Background: an optimization exercise with open tools, aiming at small area, a short achievable clock period and few clock cycles per item. Do not read the settings as production practice.
In this exercise RTL edits were held to simulation tests only and were not proved equivalent to the original.
No driver is modelled on the clock port, so clocking that relies on it looks cheaper here than on a real chip.
Power and IR drop assume default switching activity.

==> inputs of job 6184 <==
// dot_product_sequential
module dot_product_sequential #(
    parameter WIDTH = 16,
    parameter N = 8
)(
    input  wire clk,
    input  wire rst_n,
    input  wire input_valid,
    output reg  input_ready,
    input  wire [(WIDTH*N)-1:0] A_vec,
    input  wire [(WIDTH*N)-1:0] B_vec,
    output reg  [(2*WIDTH + $clog2(N)) - 1 : 0] result,
    output reg  output_valid
);
clock: 15.0 ns
lec_check: 0
cap_margin: 20
core_margin: 2
core_utilization: 65
slew_margin: 20
standard.sh (not shown) runs the stock make flow with config.mk's settings and CLKGATE_MAP_FILE= SYNTH_SCRIPT=/design/flow/synth_recipe.tcl, a recipe that flattens the netlist after the stock synthesis.
==> flow/flow/run.sh <==
#!/bin/bash
# Own layout flow: the standard layout with these changes.
#  Synthesis (the standard flow's script, two changes):
#  1. Yosys's "synth -run fine:" runs with -noabc, so the explicit full-adder tree of the RTL reaches
#     extract_fa intact (abc -fast scrambles its polarity and extract_fa then pads it with inverters).
#  2. extract_fa extracts full adders only (-fa): the RTL's few half adders work on inverted bits,
#     and as ha cells they would need inverters on every pin.
#  Layout: the standard ORFS steps, with
#  - repair_timing asked for a setup margin (SETUP_SLACK_MARGIN), so that it sizes the critical
#    paths for a shorter period than the 15 ns clock (the SDC is the standard flow's, unchanged);
#  - every port still buffered, with a small buffer cell (BUFFER_PORTS_ARGS);
#  - optional power recovery (RECOVER_POWER) after global routing.
set -euo pipefail
MARGIN=${MARGIN:-10.8}
PORTBUF=${PORTBUF:-sky130_fd_sc_hd__buf_1}
RECOVER=${RECOVER:-0}
work=$(pwd)
sed 's/extract_fa {\*}\[dont_use_extract_fa_args\]/extract_fa -fa/' $FLOW_HOME/scripts/synth.tcl > flow_synth_body.tcl
grep -q 'extract_fa -fa$' flow_synth_body.tcl
sed -e 's/-nofsm -noshare/-nofsm -noshare -noabc/' \
    -e "s|source \$::env(SCRIPTS_DIR)/synth.tcl|source $work/flow_synth_body.tcl|" synth_recipe.tcl > flow_synth.tcl
grep -q -- '-noabc' flow_synth.tcl
grep -q flow_synth_body flow_synth.tcl
res=$work/orfs/results/$FLOW_PLATFORM/dot_product_sequential/base
bash standard.sh SYNTH_SCRIPT=$work/flow_synth.tcl $res/1_2_yosys.v > synth.log 2>&1
bash standard.sh SETUP_SLACK_MARGIN=$MARGIN "BUFFER_PORTS_ARGS=-buffer_cell $PORTBUF" \
  RECOVER_POWER=$RECOVER > layout.log 2>&1
==> inputs of job 4235, as changes to job 6184 <==
--- a/flow/flow/run.sh
+++ b/flow/flow/run.sh
@@ -11,7 +11,7 @@
 #  - every port still buffered, with a small buffer cell (BUFFER_PORTS_ARGS);
 #  - optional power recovery (RECOVER_POWER) after global routing.
 set -euo pipefail
-MARGIN=${MARGIN:-10.8}
+MARGIN=${MARGIN:-10.6}
 PORTBUF=${PORTBUF:-sky130_fd_sc_hd__buf_1}
 RECOVER=${RECOVER:-0}
 work=$(pwd)
- CTS_CLUSTER_DIAMETER: unset -> 100
- CTS_CLUSTER_SIZE: unset -> 22
==> inputs of job 1656, as changes to job 6184 <==
- CORE_UTILIZATION: 65 -> 70
- CTS_CLUSTER_DIAMETER: unset -> 100
- CTS_CLUSTER_SIZE: unset -> 22
==> notes <==
Clock skew: job 6184 is lower than job 1656 (0.020 ns). First-iteration DRC count, highest first: job 1656, job 6184, job 4235. Wire length, highest first: job 1656, job 6184, job 4235. Job 6184 ran to the end with no violations. Job 1656 finished with timing, DRC and antenna clean. Job 4235 finished clean. Hold slack: job 1656 > job 4235 > job 6184. In non-clock buffer count, job 6184 and job 4235 do not differ. In critical path depth, job 1656 and job 4235 do not differ.
Testbench counts of job 6184, summed over its fixed seeds: cycles 1,624, items 1,600.
Testbench counts of job 4235, summed over its fixed seeds: cycles 1,624, items 1,600.
Testbench counts of job 1656, summed over its fixed seeds: cycles 1,624, items 1,600.


==> inputs of zinc <==
dot_product_sequential, a different RTL version from the one above (not shown whole).
==> flow/config.mk <==
export PLATFORM = sky130hd
export DESIGN_NAME = dot_product_sequential
export DESIGN_NICKNAME = dot_product_sequential
export VERILOG_FILES = /design/flow/design.v
export SDC_FILE = /design/flow/constraint.sdc
export NUM_CORES = 4
export LEC_CHECK = 0
export CAP_MARGIN = 20
export CORE_MARGIN = 2
export CORE_UTILIZATION = 65
export SLEW_MARGIN = 20
==> flow/constraint.sdc <==
create_clock -name core_clock -period 15.0 [get_ports {clk}]
set_input_delay 3.0000 -clock core_clock [delete_from_list [all_inputs] [get_ports {clk}]]
set_output_delay 3.0000 -clock core_clock [all_outputs]
set_load 0.01 [all_outputs]
==> flow/flow/run.sh <==
#!/bin/bash
# Own layout flow: the standard layout with these changes.
#  Synthesis (the standard flow's script, two changes):
#  1. Yosys's "synth -run fine:" runs with -noabc, so the explicit full-adder tree of the RTL reaches
#     extract_fa intact (abc -fast scrambles its polarity and extract_fa then pads it with inverters).
#  2. extract_fa extracts full adders only (-fa): the RTL's few half adders work on inverted bits,
#     and as ha cells they would need inverters on every pin.
#  Layout: the standard ORFS steps, with
#  - repair_timing asked for a setup margin (SETUP_SLACK_MARGIN), so that it sizes the critical
#    paths for a shorter period than the 15 ns clock (the SDC is the standard flow's, unchanged);
#  - every port still buffered, with a small buffer cell (BUFFER_PORTS_ARGS);
#  - optional power recovery (RECOVER_POWER) after global routing.
set -euo pipefail
MARGIN=${MARGIN:-10.4}
PORTBUF=${PORTBUF:-sky130_fd_sc_hd__buf_1}
RECOVER=${RECOVER:-0}
work=$(pwd)
sed 's/extract_fa {\*}\[dont_use_extract_fa_args\]/extract_fa -fa/' $FLOW_HOME/scripts/synth.tcl > flow_synth_body.tcl
grep -q 'extract_fa -fa$' flow_synth_body.tcl
sed -e 's/-nofsm -noshare/-nofsm -noshare -noabc/' \
    -e "s|source \$::env(SCRIPTS_DIR)/synth.tcl|source $work/flow_synth_body.tcl|" synth_recipe.tcl > flow_synth.tcl
grep -q -- '-noabc' flow_synth.tcl
grep -q flow_synth_body flow_synth.tcl
res=$work/orfs/results/$FLOW_PLATFORM/dot_product_sequential/base
bash standard.sh SYNTH_SCRIPT=$work/flow_synth.tcl $res/1_2_yosys.v > synth.log 2>&1
bash standard.sh SETUP_SLACK_MARGIN=$MARGIN "BUFFER_PORTS_ARGS=-buffer_cell $PORTBUF" \
  RECOVER_POWER=$RECOVER > layout.log 2>&1
==> inputs of lagoon, as changes to zinc <==
--- a/flow/flow/run.sh
+++ b/flow/flow/run.sh
@@ -13,3 +13,3 @@
 set -euo pipefail
-MARGIN=${MARGIN:-10.4}
+MARGIN=${MARGIN:-10.8}
 PORTBUF=${PORTBUF:-sky130_fd_sc_hd__buf_1}
==> results.txt <==
                                                                            lagoon            zinc
Unrepaired setup endpoints after global routing                                 yes              no
Terminus of the critical flop-to-flop path                                  s0[240]         s0[149]
Top achievable clock speed                                                  240 MHz         217 MHz
Combined global-route utilization of all metal layers                         0.458           0.457
Arr. time, crit path                                                        1170 ps         5150 ps
Fraction of area in multi-input gates                                         0.691           0.692
P&R area growth vs syn                                                        7.27%           6.99%
Fin Clk Skew                                                                40.6 ps         39.7 ps
Sw Pwr                                                                      9.62 mW         9.68 mW
Setup slack, reg-to-reg                                                    10840 ps        10390 ps
Combinational cell power                                                    13.9 mW         14.0 mW
Part of the power in combinational logic                                      0.704           0.705
Area fraction of clock buffers and clock inverters                           0.0409          0.0410
Reported sequential group power                                             3.65 mW         3.64 mW
Timing endpoint of the critical path                                    input_ready         s0[149]
Share of final-layout standard cells stronger than drive strength 1          0.0687          0.0486
Post-layout min period                                                      4170 ps         4610 ps
Result of the run                                                    finished clean  finished clean
Leakage dissipation                                                         25.2 nW         25.2 nW
Detail-routed via count per cell                                               6.37            6.37
Number of global-route vias before repair                                     47800           47800
Fraction of met3 tracks used by global routing                                0.320           0.322
Worst-margin pin slew                                                       1120 ps         1210 ps
Routed wl met2                                                             94500 um        94500 um
Depth of the worst register-to-register path                                      6               7
Testbench counts of zinc, summed over its fixed seeds: cycles 1,624, items 1,600.
Testbench counts of lagoon, summed over its fixed seeds: cycles 1,624, items 1,600.


==> inputs of build 56 <==
dot_product_sequential with an RTL version that a note above also has.
Design dot_product_sequential, start of the top module:
module dot_product_sequential #(
    parameter WIDTH = 16,
    parameter N = 8
)(
    input  wire clk,
    input  wire rst_n,
    input  wire input_valid,
    output reg  input_ready,
    input  wire [(WIDTH*N)-1:0] A_vec,
    input  wire [(WIDTH*N)-1:0] B_vec,
    output reg  [(2*WIDTH + $clog2(N)) - 1 : 0] result,
    output reg  output_valid
);
    reg [127:0] a_q, b_q;
    always @(posedge clk) begin a_q <= A_vec; b_q <= B_vec; end
    reg [211:0] s0;
    reg [64:0] s1;
    wire p1;
    wire p2;
    wire p3;
    wire p4;
    wire p5;
    wire p6;
    wire p7;
    wire p8;
    wire p9;
    wire p10;
    wire p11;
    wire p12;
    wire p13;
    wire p14;
    wire p15;
    wire p16;
    wire p17;
    wire p18;
    wire p19;
    wire p20;
    wire p21;
    wire p22;
    wire p23;
    wire p24;
    wire p25;
    wire p26;
    wire p27;
    wire p28;
    wire p29;
    wire p30;
    wire p31;
    wire p32;
    wire p33;
    wire p34;
    wire p35;
    wire p36;
    wire p37;
    wire p38;
    wire p39;
    wire p40;
    wire p41;
    wire p42;
    wire p43;
    wire p44;
    wire p45;
    wire p46;
    wire p47;
    wire p48;
    wire p49;
    wire p50;
    wire p51;
    wire p52;
    wire p53;
    wire p54;
    wire p55;
    wire p56;
    wire p57;
    wire p58;
    wire p59;
    wire p60;
    wire p61;
    wire p62;
    wire p63;
    wire p64;
    wire p65;
    wire p66;
    wire p67;
    wire p68;
    wire p69;
    wire p70;
    wire p71;
    wire p72;
    wire p73;
    wire p74;
    wire p75;
    wire p76;
    wire p77;
    wire p78;
    wire p79;
    wire p80;
  ...
Settings: LEC_CHECK=0, CAP_MARGIN=20, CORE_MARGIN=2, CORE_UTILIZATION=65, CTS_CLUSTER_DIAMETER=100, CTS_CLUSTER_SIZE=22, SLEW_MARGIN=20; clock period 15.0 ns.
==> flow/flow/run.sh <==
#!/bin/bash
# Own layout flow: the standard layout with these changes.
#  Synthesis (the standard flow's script, two changes):
#  1. Yosys's "synth -run fine:" runs with -noabc, so the explicit full-adder tree of the RTL reaches
#     extract_fa intact (abc -fast scrambles its polarity and extract_fa then pads it with inverters).
#  2. extract_fa extracts full adders only (-fa): the RTL's few half adders work on inverted bits,
#     and as ha cells they would need inverters on every pin.
#  Layout: the standard ORFS steps, with
#  - repair_timing asked for a setup margin (SETUP_SLACK_MARGIN), so that it sizes the critical
#    paths for a shorter period than the 15 ns clock (the SDC is the standard flow's, unchanged);
#  - every port still buffered, with a small buffer cell (BUFFER_PORTS_ARGS);
#  - optionally (CTSREPAIR_SKIP=1) no timing repair right after CTS, so that the repair after
#    global routing sees the skew below;
#  - after CTS, flow/skew.tcl delays the clock of the internal s0 pipeline registers by one
#    clock buffer (useful skew between internal register stages; see skew.tcl).
# Each tool's output goes to its own log in this folder (synth.log, layout_cts.log, skew.log,
# layout.log) besides ORFS's own logs under orfs/logs.
set -euo pipefail
MARGIN=${MARGIN:-10.8}
PORTBUF=${PORTBUF:-sky130_fd_sc_hd__buf_1}
CTSREPAIR_SKIP=${CTSREPAIR_SKIP:-1}
work=$(pwd)
sed 's/extract_fa {\*}\[dont_use_extract_fa_args\]/extract_fa -fa/' $FLOW_HOME/scripts/synth.tcl > flow_synth_body.tcl
grep -q 'extract_fa -fa$' flow_synth_body.tcl
sed -e 's/-nofsm -noshare/-nofsm -noshare -noabc/' \
    -e "s|source \$::env(SCRIPTS_DIR)/synth.tcl|source $work/flow_synth_body.tcl|" synth_recipe.tcl > flow_synth.tcl
grep -q -- '-noabc' flow_synth.tcl
grep -q flow_synth_body flow_synth.tcl
res=$work/orfs/results/$FLOW_PLATFORM/dot_product_sequential/base
bash standard.sh SYNTH_SCRIPT=$work/flow_synth.tcl $res/1_2_yosys.v > synth.log 2>&1
bash standard.sh SETUP_SLACK_MARGIN=$MARGIN "BUFFER_PORTS_ARGS=-buffer_cell $PORTBUF" \
  SKIP_CTS_REPAIR_TIMING=$CTSREPAIR_SKIP cts > layout_cts.log 2>&1
RESULTS=$res openroad -no_init -exit $work/flow/skew.tcl > skew.log 2>&1
bash standard.sh SETUP_SLACK_MARGIN=$MARGIN "BUFFER_PORTS_ARGS=-buffer_cell $PORTBUF" > layout.log 2>&1
==> flow/flow/skew.tcl <==
# Useful skew for an internal pipeline register: after CTS, the clock of the s0 registers (the
# middle of the adder tree; neither inputs nor outputs touch them) is taken through one extra
# clock buffer per leaf clock net. This moves time from the s0 -> s1 stage, which has slack, to
# the a_q -> s0 stage. No register that captures an input or drives an output is touched.
set odb $::env(RESULTS)/4_cts.odb
read_db $odb
set block [ord::get_db_block]
set db [ord::get_db]
set groups [dict create]
foreach inst [$block getInsts] {
  if {[string match "s0*_DFF_P_" [$inst getName]]} {
    set it [$inst findITerm CLK]
    dict lappend groups [[$it getNet] getName] $inst
  }
}
set k 0
dict for {netname insts} $groups {
  set net [$block findNet $netname]
  set n [llength $insts]
  set mname [expr {$n > 8 ? "sky130_fd_sc_hd__clkbuf_16" : "sky130_fd_sc_hd__clkbuf_8"}]
  set master [$db findMaster $mname]
  # a small buffer in front of the one that drives the registers adds delay without loading the
  # leaf clock net
  set midnet [odb::dbNet_create $block "skew_clk_pre_$k"]
  $midnet setSigType CLOCK
  set pre [odb::dbInst_create $block [$db findMaster sky130_fd_sc_hd__clkbuf_2] "skew_clkbuf_pre_$k"]
  $pre setSourceType TIMING
  [$pre findITerm A] connect $net
  [$pre findITerm X] connect $midnet
  set newnet [odb::dbNet_create $block "skew_clk_$k"]
  $newnet setSigType CLOCK
  set buf [odb::dbInst_create $block $master "skew_clkbuf_$k"]
  $buf setSourceType TIMING
  [$buf findITerm A] connect $midnet
  [$buf findITerm X] connect $newnet
  set xs 0; set ys 0
  foreach inst $insts {
    set it [$inst findITerm CLK]
    $it disconnect
    $it connect $newnet
    set loc [$inst getLocation]
    set xs [expr {$xs + [lindex $loc 0]}]; set ys [expr {$ys + [lindex $loc 1]}]
  }
  $buf setLocation [expr {$xs / $n}] [expr {$ys / $n}]
  $buf setPlacementStatus PLACED
  $pre setLocation [expr {$xs / $n}] [expr {$ys / $n}]
  $pre setPlacementStatus PLACED
  puts "skew buffer $k ($mname) on $netname for $n s0 registers"
  incr k
}
global_connect
detailed_placement
check_placement -verbose
write_db $odb
==> build 87 (differences from build 56) <==
--- a/flow/flow/run.sh
+++ b/flow/flow/run.sh
@@ -20,3 +20,3 @@
 PORTBUF=${PORTBUF:-sky130_fd_sc_hd__buf_1}
-CTSREPAIR_SKIP=${CTSREPAIR_SKIP:-1}
+CTSREPAIR_SKIP=${CTSREPAIR_SKIP:-0}
 work=$(pwd)
==> trial 83 (differences from build 56) <==
--- a/flow/flow/run.sh
+++ b/flow/flow/run.sh
@@ -11,8 +11,3 @@
 #  - every port still buffered, with a small buffer cell (BUFFER_PORTS_ARGS);
-#  - optionally (CTSREPAIR_SKIP=1) no timing repair right after CTS, so that the repair after
-#    global routing sees the skew below;
-#  - after CTS, flow/skew.tcl delays the clock of the internal s0 pipeline registers by one
-#    clock buffer (useful skew between internal register stages; see skew.tcl).
-# Each tool's output goes to its own log in this folder (synth.log, layout_cts.log, skew.log,
-# layout.log) besides ORFS's own logs under orfs/logs.
+#  - optional power recovery (RECOVER_POWER) after global routing.
 set -euo pipefail
@@ -20,3 +15,3 @@
 PORTBUF=${PORTBUF:-sky130_fd_sc_hd__buf_1}
-CTSREPAIR_SKIP=${CTSREPAIR_SKIP:-1}
+RECOVER=${RECOVER:-0}
 work=$(pwd)
@@ -31,4 +26,2 @@
 bash standard.sh SETUP_SLACK_MARGIN=$MARGIN "BUFFER_PORTS_ARGS=-buffer_cell $PORTBUF" \
-  SKIP_CTS_REPAIR_TIMING=$CTSREPAIR_SKIP cts > layout_cts.log 2>&1
-RESULTS=$res openroad -no_init -exit $work/flow/skew.tcl > skew.log 2>&1
-bash standard.sh SETUP_SLACK_MARGIN=$MARGIN "BUFFER_PORTS_ARGS=-buffer_cell $PORTBUF" > layout.log 2>&1
+  RECOVER_POWER=$RECOVER > layout.log 2>&1
- GPL_ROUTABILITY_DRIVEN: default -> 0
removed: flow/flow/skew.tcl
==> trial 24 (differences from build 56) <==
--- a/flow/flow/run.sh
+++ b/flow/flow/run.sh
@@ -11,8 +11,3 @@
 #  - every port still buffered, with a small buffer cell (BUFFER_PORTS_ARGS);
-#  - optionally (CTSREPAIR_SKIP=1) no timing repair right after CTS, so that the repair after
-#    global routing sees the skew below;
-#  - after CTS, flow/skew.tcl delays the clock of the internal s0 pipeline registers by one
-#    clock buffer (useful skew between internal register stages; see skew.tcl).
-# Each tool's output goes to its own log in this folder (synth.log, layout_cts.log, skew.log,
-# layout.log) besides ORFS's own logs under orfs/logs.
+#  - optional power recovery (RECOVER_POWER) after global routing.
 set -euo pipefail
@@ -20,3 +15,3 @@
 PORTBUF=${PORTBUF:-sky130_fd_sc_hd__buf_1}
-CTSREPAIR_SKIP=${CTSREPAIR_SKIP:-1}
+RECOVER=${RECOVER:-0}
 work=$(pwd)
@@ -31,4 +26,2 @@
 bash standard.sh SETUP_SLACK_MARGIN=$MARGIN "BUFFER_PORTS_ARGS=-buffer_cell $PORTBUF" \
-  SKIP_CTS_REPAIR_TIMING=$CTSREPAIR_SKIP cts > layout_cts.log 2>&1
-RESULTS=$res openroad -no_init -exit $work/flow/skew.tcl > skew.log 2>&1
-bash standard.sh SETUP_SLACK_MARGIN=$MARGIN "BUFFER_PORTS_ARGS=-buffer_cell $PORTBUF" > layout.log 2>&1
+  RECOVER_POWER=$RECOVER > layout.log 2>&1
- TNS_END_PERCENT: default -> 5
removed: flow/flow/skew.tcl
==> flow_metrics.py <==
metrics = {
    "run_status": {
        "status": "timing/DRC/antenna clean",
    },
    "cells_and_area": {
        "fill_cells": 7153,
        "drive_above_1_share_pct": 6.686,
        "final_cell_area_mm2": 0.06560,
        "n_antenna_cell": 12,
    },
    "drt": {
        "drt-met1-wl_um": 80140,
        "drt-initial-drc-count": 7676,
    },
    "timing": {
        "post-route-period-util_pct": 28.52,
        "max_slew_margin_pct": 36.96,
        "grt_setup_unrepaired": "yes",
    },
    "setup_path": {
        "cp_common_cell": "fa_1",
        "crit_slowest_cell": "fa_1",
        "required_ns": 15.58,
        "rrSetupSlack_ns": 10.72,
        "crit_start": "a_q[22]$_DFF_P_",
    },
    "pwr": {
        "powerSeq_uw": 2830,
        "ir_drop_v": 0.0002661,
    },
    "cts": {
        "cts_buffers": 36,
    },
}
Source of the figures above: trial 83

==> flow_metrics.py <==
metrics = {
    "cells_and_area": {
        "top_regs": "s0 x212, a_q x128, b_q x128",
        "final_cell_area_mm2": 0.06556,
        "n_antenna_cell": 13,
        "fill_cells": 6978,
    },
    "setup_path": {
        "r2r_cells": 7,
        "required_ns": 15.53,
        "crit_slowest_cell": "dfxtp_2",
        "cp_common_cell": "fa_1",
        "rrSetupSlack_ns": 10.69,
    },
    "drt": {
        "drt-met1-wl_um": 82760,
        "drt-initial-drc-count": 7722,
    },
    "timing": {
        "setup_viol": 0,
        "grt_setup_unrepaired": "yes",
        "max_slew_margin_pct": 46.10,
        "post-route-period-util_pct": 28.72,
    },
    "pwr": {
        "ir_drop_v": 0.0002178,
    },
    "cts": {
        "cts_buffers": 37,
    },
    "run_status": {
        "status": "timing/DRC/antenna clean",
    },
}
Source of the figures above: trial 24

==> flow_metrics.py <==
metrics = {
    "cells_and_area": {
        "final_cell_area_mm2": 0.06576,
        "drive_above_1_share_pct": 6.367,
    },
    "drt": {
        "drt-initial-drc-count": 7618,
        "drt-met1-wl_um": 82060,
    },
    "setup_path": {
        "cp_common_cell": "fa_1",
        "crit_start": "b_q[64]$_DFF_P_",
    },
    "run_status": {
        "status": "timing/DRC/antenna clean",
    },
    "cts": {
        "cts_buffers": 37,
    },
    "timing": {
        "max_slew_margin_pct": 16.81,
        "post-route-period-util_pct": 29.09,
        "grt_setup_unrepaired": "no",
    },
    "pwr": {
        "powerSeq_uw": 2830,
    },
}
Source of the figures above: build 56

==> flow_metrics.py <==
metrics = {
    "pwr": {
        "ir_drop_v": 0.0002179,
        "powerSeq_uw": 2830,
    },
    "timing": {
        "max_slew_margin_pct": 17.59,
        "post-route-period-util_pct": 27.94,
        "worst_slew_pin_slew_ns": 1.228,
    },
    "setup_path": {
        "required_ns": 12.00,
        "endpoint_kind": "output port",
        "crit_slowest_cell": "dfrtp_1",
    },
    "cts": {
        "cts_buffers": 37,
    },
    "place": {
        "place.gp.congestion": 1.125,
    },
    "cells_and_area": {
        "fill_cells": 6930,
        "final_cell_area_mm2": 0.06582,
        "clkbuf_count": 79,
        "drive_above_1_share_pct": 6.856,
    },
    "logic_synthesis": {
        "ys_ff_latch": 573,
    },
    "drt": {
        "drt-initial-drc-count": 7640,
        "drt-met1-wl_um": 82840,
        "ant_nets": 0,
    },
    "worst_hold_path": {
        "whs_endpoint": "vpipe[2]$_DFF_PN0_",
    },
    "run_status": {
        "status": "timing/DRC/antenna clean",
    },
}
Source of the figures above: build 87

Testbench counts of build 56, summed over its fixed seeds: cycles 1,624, items 1,600.
Testbench counts of build 87, summed over its fixed seeds: cycles 1,624, items 1,600.
Testbench counts of trial 83, summed over its fixed seeds: cycles 1,624, items 1,600.
Testbench counts of trial 24, summed over its fixed seeds: cycles 1,624, items 1,600.

==> static timing again, ports no longer ideal <==
Ports are ideal in the flow. The routed layouts listed here were re-timed in OpenROAD. Step 1 assumes that a clkbuf_16 drives the clock port and a buf_2 every other input. Step 2, shift: input delay + t, output delay - t, t = (earliest + latest rising clock arrival at the registers) / 2. This alone moves slack from input paths to output paths. Slacks: no drivers / after step 1 / after step 2; pairs: no drivers / after step 1.
run	shift t [ns]	setup slack, ns	latest minus earliest clock arrival (ns)	worst data-port slew with drivers (ns)
job 6184	0.799	10.736 / 10.654 / 10.741	0.054 / 0.054	0.07
job 4235	0.735	10.497 / 10.497 / 10.497	0.062 / 0.062	0.07
job 1656	0.744	10.663 / 10.663 / 10.663	0.073 / 0.072	0.08
zinc	0.754	10.393 / 10.393 / 10.393	0.044 / 0.043	0.08
lagoon	0.756	10.828 / 10.755 / 10.836	0.041 / 0.042	0.08
build 56	0.857	10.637 / 10.637 / 10.637	0.318 / 0.319	0.07
build 87	0.863	10.808 / 10.727 / 10.846	0.324 / 0.324	0.07
trial 83	0.730	10.721 / 10.721 / 10.721	0.055 / 0.055	0.08
trial 24	0.740	10.693 / 10.693 / 10.693	0.061 / 0.061	0.07
Clock arrivals are far apart in build 56 and build 87, so t is only a midpoint there and step 2 fits no single register.
